Source: an optimization exercise on an open RTL-to-GDS flow (aim: small area and a short achievable clock period). Production flows keep margins and buffers that such runs may drop.
Where RTL was checked, it was by simulation tests only, not by an equivalence proof against the original.
Power is estimated from default activity; no workload was simulated.

==> module rd8, before the edit <==
module rd8 (input wire [7:0] s, q, output wire o);
	assign o = |(s & q);
endmodule
clock: 12.0 ns
lec_check: 0
abc_clock_period_in_ps: 5000
cap_margin: 20
core_margin: 2
core_utilization: 40
setup_slack_margin: 4.8
slew_margin: 20
synth_hierarchical: 1
buffer_ports_args: -buffer_cell sky130_fd_sc_hd__buf_1
cts_args: -sink_clustering_enable -repair_clock_nets -root_buf sky130_fd_sc_hd__clkbuf_16 -buf_list sky130_fd_sc_hd__clkbuf_4 -sink_clustering_buffer sky130_fd_sc_hd__clkbuf_4
standard.sh (not shown) runs the stock make flow with config.mk's settings and CLKGATE_MAP_FILE= SYNTH_SCRIPT=/design/flow/synth_recipe.tcl, a recipe that flattens the netlist after the stock synthesis.
==> flow/flow/run.sh <==
#!/bin/bash
# The standard layout with two changes:
#  - the port buffers placed at global placement use the smallest buffer
#    cell instead of the delay cell buffer_ports picks by default (every
#    input and output port still gets its own buffer; later repair steps
#    resize them as timing needs);
#  - clock tree synthesis uses a strong root buffer and small leaf buffers.
set -e
echo 'export BUFFER_PORTS_ARGS = -buffer_cell sky130_fd_sc_hd__buf_1' >> config.mk
echo 'export CTS_ARGS = -sink_clustering_enable -repair_clock_nets -root_buf sky130_fd_sc_hd__clkbuf_16 -buf_list sky130_fd_sc_hd__clkbuf_4 -sink_clustering_buffer sky130_fd_sc_hd__clkbuf_4' >> config.mk
bash standard.sh > standard.log 2>&1
Rerun with:
--- a/flow/design.v
+++ b/flow/design.v
@@ -120,11 +120,17 @@
 endmodule
 module hold1 (input wire ld, nld, d, q, output wire y);
 	assign y = (ld & d) | (nld & q);
 endmodule
 module rd8 (input wire [7:0] s, q, output wire o);
-	assign o = |(s & q);
+	wire y0, y1;
+	aoi222 u0 (.a0(s[0]), .b0(q[0]), .a1(s[1]), .b1(q[1]), .a2(s[2]), .b2(q[2]), .y(y0));
+	aoi222 u1 (.a0(s[3]), .b0(q[3]), .a1(s[4]), .b1(q[4]), .a2(s[5]), .b2(q[5]), .y(y1));
+	assign o = ~(y0 & y1 & ~((s[6] & q[6]) | (s[7] & q[7])));
+endmodule
+module aoi222 (input wire a0, b0, a1, b1, a2, b2, output wire y);
+	assign y = ~((a0 & b0) | (a1 & b1) | (a2 & b2));
 endmodule
 module reg_alu (input wire clk, reset, sel, wr, input wire [1:0] op, input wire [2:0] rd_addr_a,
 		rd_addr_b, wr_addr, input wire [15:0] d_in, output wire [15:0] d_out_a, d_out_b, output wire cout);
 	wire [15:0] wdata;
 	wire [7:0] ld, nld, ra, rb;
The changed run ran to the end with no violations.
Utilization climbs by 0.67 points.
Worst hold slack hardly moves.
Flip-flop and latch count stays the same.
Cell area drops slightly.
Worst setup slack got worse by 0.0065 ns.
First-iteration DRC count climbs by well over a third.
Die area drops slightly.
Synthesized area drops slightly.
Non-clock buffer count climbs by 4.
Power drops by a few percent.
Cell count drops by a few percent.
Maximum frequency stays flat.
Routed wire length drops slightly.
No functional check of the RTL was part of the first run of this note.

---

The RTL this note starts from:
==> flow/design.v <==
module alu (input wire reset, sel, input wire [1:0] op, input wire [15:0] a, b, d,
	    output wire [15:0] w, output wire cout);
	wire inv, s_d, s_sum, nslg, s_or;
	wire [15:0] ng, nt, p;            
	wire [7:0] g2, t2;                
	wire [3:0] ng4, nt4;              
	wire [1:0] g8, t8;                
	wire [15:0] c;                    
	aluctl ctl (.reset(reset), .sel(sel), .op(op), .inv(inv), .s_d(s_d), .s_sum(s_sum), .nslg(nslg), .s_or(s_or));
	genvar i;
	generate
		pgen0 pg0 (.a(a[0]), .b(b[0]), .inv(inv), .ng(ng[0]), .nt(nt[0]), .p(p[0]));
		for (i = 1; i < 16; i = i + 1) begin : bs
			pgen pg (.a(a[i]), .b(b[i]), .inv(inv), .ng(ng[i]), .nt(nt[i]), .p(p[i]));
		end
		for (i = 0; i < 8; i = i + 1) begin : l1
			gtn2p n (.ngh(ng[2*i+1]), .nth(nt[2*i+1]), .ngl(ng[2*i]), .ntl(nt[2*i]), .g(g2[i]), .t(t2[i]));
		end
		for (i = 0; i < 4; i = i + 1) begin : l2
			gtp2n n (.gh(g2[2*i+1]), .th(t2[2*i+1]), .gl(g2[2*i]), .tl(t2[2*i]), .ng(ng4[i]), .nt(nt4[i]));
		end
		for (i = 0; i < 2; i = i + 1) begin : l3
			gtn2p n (.ngh(ng4[2*i+1]), .nth(nt4[2*i+1]), .ngl(ng4[2*i]), .ntl(nt4[2*i]), .g(g8[i]), .t(t8[i]));
		end
	endgenerate
	wire g8c;
	gn2p l3c (.ngh(ng4[1]), .nth(nt4[1]), .ngl(ng4[0]), .g(g8c));
	gtp g16 (.g(g8[1]), .t(t8[1]), .c(g8c), .co(cout));
	assign c[0] = inv;
	ninv c1i (.a(ng[0]), .y(c[1]));
	assign c[2] = g2[0];
	gtn c3i (.ng(ng[2]), .nt(nt[2]), .c(c[2]), .co(c[3]));
	ninv c4i (.a(ng4[0]), .y(c[4]));
	gtn c5i (.ng(ng[4]), .nt(nt[4]), .c(c[4]), .co(c[5]));
	gtp c6i (.g(g2[2]), .t(t2[2]), .c(c[4]), .co(c[6]));
	gtn c7i (.ng(ng[6]), .nt(nt[6]), .c(c[6]), .co(c[7]));
	assign c[8] = g8[0];
	gtn c9i (.ng(ng[8]), .nt(nt[8]), .c(c[8]), .co(c[9]));
	gtp c10i (.g(g2[4]), .t(t2[4]), .c(c[8]), .co(c[10]));
	gtn c11i (.ng(ng[10]), .nt(nt[10]), .c(c[10]), .co(c[11]));
	gtn c12i (.ng(ng4[2]), .nt(nt4[2]), .c(c[8]), .co(c[12]));
	gtn c13i (.ng(ng[12]), .nt(nt[12]), .c(c[12]), .co(c[13]));
	gtp c14i (.g(g2[6]), .t(t2[6]), .c(c[12]), .co(c[14]));
	gtn c15i (.ng(ng[14]), .nt(nt[14]), .c(c[14]), .co(c[15]));
	generate
		for (i = 0; i < 16; i = i + 1) begin : ws
			wsel s (.s_d(s_d), .s_sum(s_sum), .nslg(nslg), .s_or(s_or), .d(d[i]), .p(p[i]), .ng(ng[i]), .c(c[i]), .w(w[i]));
		end
	endgenerate
endmodule
module aluctl (input wire reset, sel, input wire [1:0] op, output wire inv, s_d, s_sum, nslg, s_or);
	assign inv = op[0] & ~op[1];
	assign s_d = ~sel & ~reset;
	assign s_sum = sel & ~op[1] & ~reset;
	assign nslg = ~(sel & op[1] & ~reset);
	assign s_or = sel & op[1] & op[0] & ~reset;
endmodule
module pgen (input wire a, b, inv, output wire ng, nt, p);
	wire bx;
	xor2m x (.a(b), .b(inv), .y(bx));
	gtbit gt (.a(a), .b(bx), .ng(ng), .nt(nt), .p(p));
endmodule
module xor2m (input wire a, b, output wire y);
	assign y = a ^ b;
endmodule
module gtbit (input wire a, b, output wire ng, nt, p);
	assign ng = ~(a & b);
	assign nt = ~(a | b);
	xor2m pp (.a(a), .b(b), .y(p));
endmodule
module pgen0 (input wire a, b, inv, output wire ng, nt, p);
	wire bx;
	xor2m x (.a(b), .b(inv), .y(bx));
	xor2m pp (.a(a), .b(bx), .y(p));
	ngc0 cg (.a(a), .b(b), .ci(inv), .ng(ng));
	assign nt = ~(a | bx);
endmodule
module ngc0 (input wire a, b, ci, output wire ng);
	assign ng = ~((a & (b | ci)) | (ci & ~b));
endmodule
module gtn2p (input wire ngh, nth, ngl, ntl, output wire g, t);
	assign g = ~(ngh & (nth | ngl));
	assign t = ~(nth | ntl);
endmodule
module gn2p (input wire ngh, nth, ngl, output wire g);
	assign g = ~(ngh & (nth | ngl));
endmodule
module gtp2n (input wire gh, th, gl, tl, output wire ng, nt);
	assign ng = ~(gh | (th & gl));
	assign nt = ~(th & tl);
endmodule
module gtp (input wire g, t, c, output wire co);
	assign co = g | (t & c);
endmodule
module gtn (input wire ng, nt, c, output wire co);
	assign co = ~ng | (~nt & c);
endmodule
module ninv (input wire a, output wire y);
	assign y = ~a;
endmodule
module wsel (input wire s_d, s_sum, nslg, s_or, d, p, ng, c, output wire w);
	assign w = (s_d & d) | (s_sum & (p ^ c)) | (~nslg & ~ng) | (s_or & p);
endmodule
module wrdec (input wire reset, wr, input wire [2:0] addr, output wire [7:0] ld, nld);
	genvar i;
	generate
		for (i = 0; i < 8; i = i + 1) begin : g
			assign ld[i] = (wr & (addr == i)) | reset;
			assign nld[i] = ~ld[i];
		end
	endgenerate
endmodule
module dec3 (input wire [2:0] addr, output wire [7:0] y);
	genvar i;
	generate
		for (i = 0; i < 8; i = i + 1) begin : g
			assign y[i] = (addr == i);
		end
	endgenerate
endmodule
module hold1 (input wire ld, nld, d, q, output wire y);
	assign y = (ld & d) | (nld & q);
endmodule
module rd8 (input wire [7:0] s, q, output wire o);
	wire y0, y1;
	aoi222 u0 (.a0(s[0]), .b0(q[0]), .a1(s[1]), .b1(q[1]), .a2(s[2]), .b2(q[2]), .y(y0));
	aoi222 u1 (.a0(s[3]), .b0(q[3]), .a1(s[4]), .b1(q[4]), .a2(s[5]), .b2(q[5]), .y(y1));
	assign o = ~(y0 & y1 & ~((s[6] & q[6]) | (s[7] & q[7])));
endmodule
module aoi222 (input wire a0, b0, a1, b1, a2, b2, output wire y);
	assign y = ~((a0 & b0) | (a1 & b1) | (a2 & b2));
endmodule
module reg_alu (input wire clk, reset, sel, wr, input wire [1:0] op, input wire [2:0] rd_addr_a,
		rd_addr_b, wr_addr, input wire [15:0] d_in, output wire [15:0] d_out_a, d_out_b, output wire cout);
	wire [15:0] wdata;
	wire [7:0] ld, nld, ra, rb;
	wire [127:0] y;
	reg [15:0] r0, r1, r2, r3, r4, r5, r6, r7;
	wire [127:0] q = {r7, r6, r5, r4, r3, r2, r1, r0};
	wrdec wdec (.reset(reset), .wr(wr), .addr(wr_addr), .ld(ld), .nld(nld));
	dec3 adec (.addr(rd_addr_a), .y(ra));
	dec3 bdec (.addr(rd_addr_b), .y(rb));
	genvar i, j;
	generate
		for (i = 0; i < 8; i = i + 1) begin : row
			for (j = 0; j < 16; j = j + 1) begin : col
				hold1 h (.ld(ld[i]), .nld(nld[i]), .d(wdata[j]), .q(q[16*i+j]), .y(y[16*i+j]));
			end
		end
		for (j = 0; j < 16; j = j + 1) begin : rd
			rd8 ma (.s(ra), .q({q[112+j], q[96+j], q[80+j], q[64+j], q[48+j], q[32+j], q[16+j], q[j]}), .o(d_out_a[j]));
			rd8 mb (.s(rb), .q({q[112+j], q[96+j], q[80+j], q[64+j], q[48+j], q[32+j], q[16+j], q[j]}), .o(d_out_b[j]));
		end
	endgenerate
	always @(posedge clk) begin
		r0 <= y[15:0];
		r1 <= y[31:16];
		r2 <= y[47:32];
		r3 <= y[63:48];
		r4 <= y[79:64];
		r5 <= y[95:80];
		r6 <= y[111:96];
		r7 <= y[127:112];
	end
	alu calc (.reset(reset), .sel(sel), .op(op), .a(d_out_a), .b(d_out_b), .d(d_in), .w(wdata), .cout(cout));
endmodule
==> flow/config.mk <==
export PLATFORM = sky130hd
export DESIGN_NAME = reg_alu
export DESIGN_NICKNAME = reg_alu
export VERILOG_FILES = /design/flow/design.v
export SDC_FILE = /design/flow/constraint.sdc
export NUM_CORES = 4
export LEC_CHECK = 0
export ABC_CLOCK_PERIOD_IN_PS = 5000
export CAP_MARGIN = 20
export CORE_MARGIN = 2
export CORE_UTILIZATION = 40
export CTS_BUF_LIST = sky130_fd_sc_hd__clkbuf_8
export SETUP_SLACK_MARGIN = 4.5
export SLEW_MARGIN = 20
export SYNTH_HIERARCHICAL = 1
export BUFFER_PORTS_ARGS = -buffer_cell sky130_fd_sc_hd__buf_1
==> flow/constraint.sdc <==
create_clock -name core_clock -period 12.0 [get_ports {clk}]
set_input_delay 2.4000 -clock core_clock [delete_from_list [all_inputs] [get_ports {clk}]]
set_output_delay 2.4000 -clock core_clock [all_outputs]
set_load 0.01 [all_outputs]
==> flow/flow/run.sh <==
#!/bin/bash
set -e
echo 'export BUFFER_PORTS_ARGS = -buffer_cell sky130_fd_sc_hd__buf_1' >> config.mk
bash standard.sh > standard.log 2>&1
Edit:
--- a/flow/design.v
+++ b/flow/design.v
@@ -69,16 +69,21 @@
 	xor2m pp (.a(a), .b(b), .y(p));
 endmodule
 module pgen0 (input wire a, b, inv, output wire ng, nt, p);
 	wire bx;
 	xor2m x (.a(b), .b(inv), .y(bx));
-	xor2m pp (.a(a), .b(bx), .y(p));
-	ngc0 cg (.a(a), .b(b), .ci(inv), .ng(ng));
-	assign nt = ~(a | bx);
+	gtbit0 gt (.a(a), .b(bx), .ci(inv), .ng(ng), .nt(nt), .p(p));
 endmodule
-module ngc0 (input wire a, b, ci, output wire ng);
-	assign ng = ~((a & (b | ci)) | (ci & ~b));
+module gtbit0 (input wire a, b, ci, output wire ng, nt, p);
+	wire ng0;
+	assign ng0 = ~(a & b);
+	assign nt = ~(a | b);
+	xor2m pp (.a(a), .b(b), .y(p));
+	gtn2p1 cg (.ng(ng0), .nt(nt), .nci(~ci), .ngo(ng));
+endmodule
+module gtn2p1 (input wire ng, nt, nci, output wire ngo);
+	assign ngo = ng & (nt | nci);
 endmodule
 module gtn2p (input wire ngh, nth, ngl, ntl, output wire g, t);
 	assign g = ~(ngh & (nth | ngl));
 	assign t = ~(nth | ntl);
 endmodule
@@ -131,27 +136,29 @@
 	assign y = ~((a0 & b0) | (a1 & b1) | (a2 & b2));
 endmodule
 module reg_alu (input wire clk, reset, sel, wr, input wire [1:0] op, input wire [2:0] rd_addr_a,
 		rd_addr_b, wr_addr, input wire [15:0] d_in, output wire [15:0] d_out_a, d_out_b, output wire cout);
 	wire [15:0] wdata;
-	wire [7:0] ld, nld, ra, rb;
+	wire [7:0] ld, nld, ra0, ra1, rb0, rb1;
 	wire [127:0] y;
 	reg [15:0] r0, r1, r2, r3, r4, r5, r6, r7;
 	wire [127:0] q = {r7, r6, r5, r4, r3, r2, r1, r0};
 	wrdec wdec (.reset(reset), .wr(wr), .addr(wr_addr), .ld(ld), .nld(nld));
-	dec3 adec (.addr(rd_addr_a), .y(ra));
-	dec3 bdec (.addr(rd_addr_b), .y(rb));
+	dec3 adec0 (.addr(rd_addr_a), .y(ra0));
+	dec3 adec1 (.addr(rd_addr_a), .y(ra1));
+	dec3 bdec0 (.addr(rd_addr_b), .y(rb0));
+	dec3 bdec1 (.addr(rd_addr_b), .y(rb1));
 	genvar i, j;
 	generate
 		for (i = 0; i < 8; i = i + 1) begin : row
 			for (j = 0; j < 16; j = j + 1) begin : col
 				hold1 h (.ld(ld[i]), .nld(nld[i]), .d(wdata[j]), .q(q[16*i+j]), .y(y[16*i+j]));
 			end
 		end
 		for (j = 0; j < 16; j = j + 1) begin : rd
-			rd8 ma (.s(ra), .q({q[112+j], q[96+j], q[80+j], q[64+j], q[48+j], q[32+j], q[16+j], q[j]}), .o(d_out_a[j]));
-			rd8 mb (.s(rb), .q({q[112+j], q[96+j], q[80+j], q[64+j], q[48+j], q[32+j], q[16+j], q[j]}), .o(d_out_b[j]));
+			rd8 ma (.s(j < 8 ? ra0 : ra1), .q({q[112+j], q[96+j], q[80+j], q[64+j], q[48+j], q[32+j], q[16+j], q[j]}), .o(d_out_a[j]));
+			rd8 mb (.s(j < 8 ? rb0 : rb1), .q({q[112+j], q[96+j], q[80+j], q[64+j], q[48+j], q[32+j], q[16+j], q[j]}), .o(d_out_b[j]));
 		end
 	endgenerate
 	always @(posedge clk) begin
 		r0 <= y[15:0];
 		r1 <= y[31:16];
Outcome:
- global-route usage fell by 3.5 points
- wire length shrinks by 11%
- setup slack is better by 0.020 ns
- sequential cell count stays the same
- clock-buffer cell count shrinks by 5
- final cell count went up by 4.4%
- via count came out lower by about 2.7%
- sequential power is higher by about 0.7%
- cell area went up by about 2.2%
- die area grows by about 2.2%
- total power grows by 1.5%
- register-to-register slack gets worse by 0.11 ns
Only the layout flow was run in the second run of this note; the RTL was not checked for function there.

==> what the ideal ports hide <==
The flow's constraints put no driver on any port. The routed layouts listed below were extracted and timed again, unchanged, in two steps. Step 1 sets driving cells, clkbuf_16 on the clock port and buf_2 on the other inputs (assumed; they add their load-dependent delay and slew). Step 2, shift: input delay + t, output delay - t, t = (earliest + latest rising clock arrival at the registers) / 2. This alone moves slack from input paths to output paths. Three values: ideal ports, drivers, drivers and shift; two values: the first two.
run | shift t [ns] | setup WS [ns] | clock arrival spread, ns | slew at the worst register clock pin (ns) | worst data-port slew with drivers (ns)
the first run of note 1 | 0.410 | 4.868 / 4.845 / 4.845 | 0.015 / 0.015 | 0.12 / 0.12 | 0.04
the second run of note 1 | 0.398 | 4.861 / 4.839 / 4.839 | 0.017 / 0.017 | 0.11 / 0.11 | 0.03
the first run of note 2 | 0.469 | 4.622 / 4.596 / 4.596 | 0.010 / 0.010 | 0.07 / 0.07 | 0.03
the second run of note 2 | 0.466 | 4.642 / 4.601 / 4.601 | 0.010 / 0.010 | 0.08 / 0.08 | 0.06
After both steps every run listed still meets setup and hold. The setup slack of the second run of note 2, which loses most, moves by -0.041 ns with the drivers and by -0.041 ns with both steps.
